Source: an optimization exercise on an open RTL-to-GDS flow (aim: small area, a short achievable clock period and few clock cycles per item). Production flows keep margins and buffers that such runs may drop. In this exercise RTL edits were held to simulation tests only and were not proved equivalent to the original.

== the previous run ==
## prince_enc
module prince_enc (
    input  wire         clk,
    input  wire         rst,         
    input  wire         in_valid,
    output wire         in_ready,
    input  wire [63:0]  plaintext,
    input  wire [127:0] key,         
    output wire         out_valid,
    output wire [63:0]  ciphertext
);
    assign in_ready = 1'b1;
    reg [4:0] vld;
    always @(posedge clk) begin
        if (rst) vld <= 5'b0;
        else vld <= {vld[3:0], in_valid};
    end
    assign out_valid = vld[4];
    wire [63:0] s0;
    assign s0 = plaintext ^ key[127:64] ^ key[63:0];
    reg [63:0] st0;
    reg [63:0] k0_0, k1_0;
    always @(posedge clk) begin
        st0 <= s0;
        k0_0 <= key[127:64];
        k1_0 <= key[63:0];
    end
    wire [63:0] s1;
    assign s1[60] = (~st0[60] & st0[61] & st0[62]) | (~st0[60] & st0[61] & ~st0[63]) | (st0[60] & ~st0[61] & st0[63]) | (~st0[61] & ~st0[62] & ~st0[63]) | (st0[61] & st0[62] & ~st0[63]);
    assign s1[61] = (~st0[60] & ~st0[61]) | (~st0[61] & ~st0[62]) | (~st0[62] & ~st0[63]);
    assign s1[62] = (st0[60] & ~st0[61]) | (~st0[61] & st0[63]) | (st0[62] & st0[63]);
    assign s1[63] = (~st0[60] & st0[61] & st0[63]) | (~st0[60] & st0[62]) | (~st0[61] & ~st0[63]);
    assign s1[56] = (~st0[56] & st0[57] & st0[58]) | (~st0[56] & st0[57] & ~st0[59]) | (st0[56] & ~st0[57] & st0[59]) | (~st0[57] & ~st0[58] & ~st0[59]) | (st0[57] & st0[58] & ~st0[59]);
    assign s1[57] = (~st0[56] & ~st0[57]) | (~st0[57] & ~st0[58]) | (~st0[58] & ~st0[59]);
    assign s1[58] = (st0[56] & ~st0[57]) | (~st0[57] & st0[59]) | (st0[58] & st0[59]);
    assign s1[59] = (~st0[56] & st0[57] & st0[59]) | (~st0[56] & st0[58]) | (~st0[57] & ~st0[59]);
    assign s1[52] = (~st0[52] & st0[53] & st0[54]) | (~st0[52] & st0[53] & ~st0[55]) | (st0[52] & ~st0[53] & st0[55]) | (~st0[53] & ~st0[54] & ~st0[55]) | (st0[53] & st0[54] & ~st0[55]);
    assign s1[53] = (~st0[52] & ~st0[53]) | (~st0[53] & ~st0[54]) | (~st0[54] & ~st0[55]);
    assign s1[54] = (st0[52] & ~st0[53]) | (~st0[53] & st0[55]) | (st0[54] & st0[55]);
    assign s1[55] = (~st0[52] & st0[53] & st0[55]) | (~st0[52] & st0[54]) | (~st0[53] & ~st0[55]);
  ...
For scale: ~5,400 cells after synthesis, about 840 flip-flops, about 260 I/O pins, about 52,000 µm² of cells after synthesis.
export LEC_CHECK = 0
export CAP_MARGIN = 20
export CORE_MARGIN = 2
export CORE_UTILIZATION = 60
export CTS_BUF_LIST = sky130_fd_sc_hd__clkbuf_8
export PLACE_DENSITY = 0.72
export SLEW_MARGIN = 20
create_clock -name core_clock -period 22.0 [get_ports {clk}]
standard.sh (not shown) runs the stock make flow with config.mk's settings and CLKGATE_MAP_FILE= SYNTH_SCRIPT=/design/flow/synth_recipe.tcl, a recipe that flattens the netlist after the stock synthesis.
==> flow/flow/run.sh <==
#!/bin/bash
# Standard ORFS layout with two changes: repair_timing aims for 16.8 ns of setup
# slack (so the flow sizes the critical paths instead of stopping at the 22 ns
# constraint), and ports are buffered with buf_1 (repair upsizes where needed).
set -euo pipefail
bash standard.sh SETUP_SLACK_MARGIN=16.8 "BUFFER_PORTS_ARGS=-buffer_cell sky130_fd_sc_hd__buf_1" finish > standard_finish.log 2>&1
Testbench counts of the previous run, summed over its fixed seeds: cycles 2,088, items 2,048.
[inputs] the current run vs the previous run
- CTS_CLUSTER_SIZE: unset -> 30
- CTS_BUF_LIST: sky130_fd_sc_hd__clkbuf_8 -> unset
- CTS_CLUSTER_DIAMETER: unset -> 60
==> flow/flow/run.sh <==
#!/bin/bash
# Own layout flow: the standard flow, with three changes.
#  1. After the standard synthesis, the combinational logic is re-mapped for
#     area by ABC (flow/resynth.ys.in); registers keep their names and cells.
#  2. repair_timing aims for MARGIN ns of setup slack, so the flow sizes the
#     critical paths instead of stopping at the 22 ns constraint.
#  3. Ports are buffered with buf_1 (repair upsizes where needed).
set -euo pipefail
MARGIN=16.8
VARS=(SETUP_SLACK_MARGIN=$MARGIN "BUFFER_PORTS_ARGS=-buffer_cell sky130_fd_sc_hd__buf_1")
bash standard.sh "${VARS[@]}" synth > standard_synth.log 2>&1
R=orfs/results/${FLOW_PLATFORM:-sky130hd}/prince_enc/base
LIB=$FLOW_HOME/platforms/sky130hd/lib/sky130_fd_sc_hd__tt_025C_1v80.lib
YOSYS=$(command -v yosys || echo "$FLOW_HOME/../tools/install/yosys/bin/yosys")
cp $R/1_2_yosys.v standard_1_2_yosys.v
printf 'set_driving_cell sky130_fd_sc_hd__buf_1\nset_load 5\n' > resynth.constr
sed -e "s#@LIB@#$LIB#g" -e "s#@IN@#standard_1_2_yosys.v#" -e "s#@TOP@#${FLOW_TOP:-prince_enc}#" \
    -e "s#@CONSTR@#resynth.constr#" -e "s#@D@#5000#" -e "s#@OUT@#resynth.v#" flow/resynth.ys.in > resynth.ys
"$YOSYS" -l resynth.log -q resynth.ys > /dev/null 2>&1
cp resynth.v $R/1_2_yosys.v
rm -f $R/1_synth.odb $R/1_synth.sdc
bash standard.sh "${VARS[@]}" finish > standard_finish.log 2>&1
==> flow/flow/resynth.ys.in (new file) <==
# Re-map the combinational logic of the standard synthesis netlist for area
# with ABC; flip-flops and tie cells are kept as they are (same instances,
# same names and cell types).
read_liberty -overwrite -ignore_miss_func @LIB@
read_verilog @IN@
hierarchy -top @TOP@
setattr -mod -set keep_hierarchy 1 sky130_fd_sc_hd__df* sky130_fd_sc_hd__conb_1
flatten
opt_clean -purge
abc -liberty @LIB@ -dont_use sky130_fd_sc_hd__probe_p_8 -dont_use sky130_fd_sc_hd__probec_p_8 -dont_use *lpflow* -constr @CONSTR@ -D @D@ -script "+strash; &get -n; &st; &syn2; &dch -f; &nf -R 1000; &put; topo; stime -c"
opt_clean -purge
blackbox sky130_fd_sc_hd__df* sky130_fd_sc_hd__conb_1
stat -liberty @LIB@
write_verilog -noattr -nohex -nodec @OUT@
==> notes.md <==
- Between the current run and the previous run, it is the current run whose placement-stage worst setup slack is higher, by 0.23 ns.
- Final cell count without fillers is lower on the current run
- The overall die area in the previous run is 1.11 times that in the current run.
- The current run has shortest period the worst path allows below what the previous run had.

-- re-timing with driven ports --
The flow's constraints put no driver on any port. The routed layouts listed below were extracted and timed again, unchanged, in two steps.
Step 1 assumes that a clkbuf_16 drives the clock port and a buf_2 every other input.
Step 2 adds t to the input delays and takes it off the output delays; t is the mean of the earliest and latest rising clock arrival at the registers after step 1. Input paths then give back, and output paths get back, about the clock's delay inside the block.
Slacks: no drivers / after step 1 / after step 2; pairs: no drivers / after step 1.
run	t (ns)	setup slack, ns	worst setup path at the end	slew at the worst register clock pin (ns)	pins driven straight from the clock port
the previous run	0.891	16.294 / 16.228 / 16.674	input to register	0.09 / 0.09	1
the current run	0.731	16.483 / 16.409 / 16.917	register to register	0.10 / 0.10	1
After both steps setup and hold are still met in every run listed.
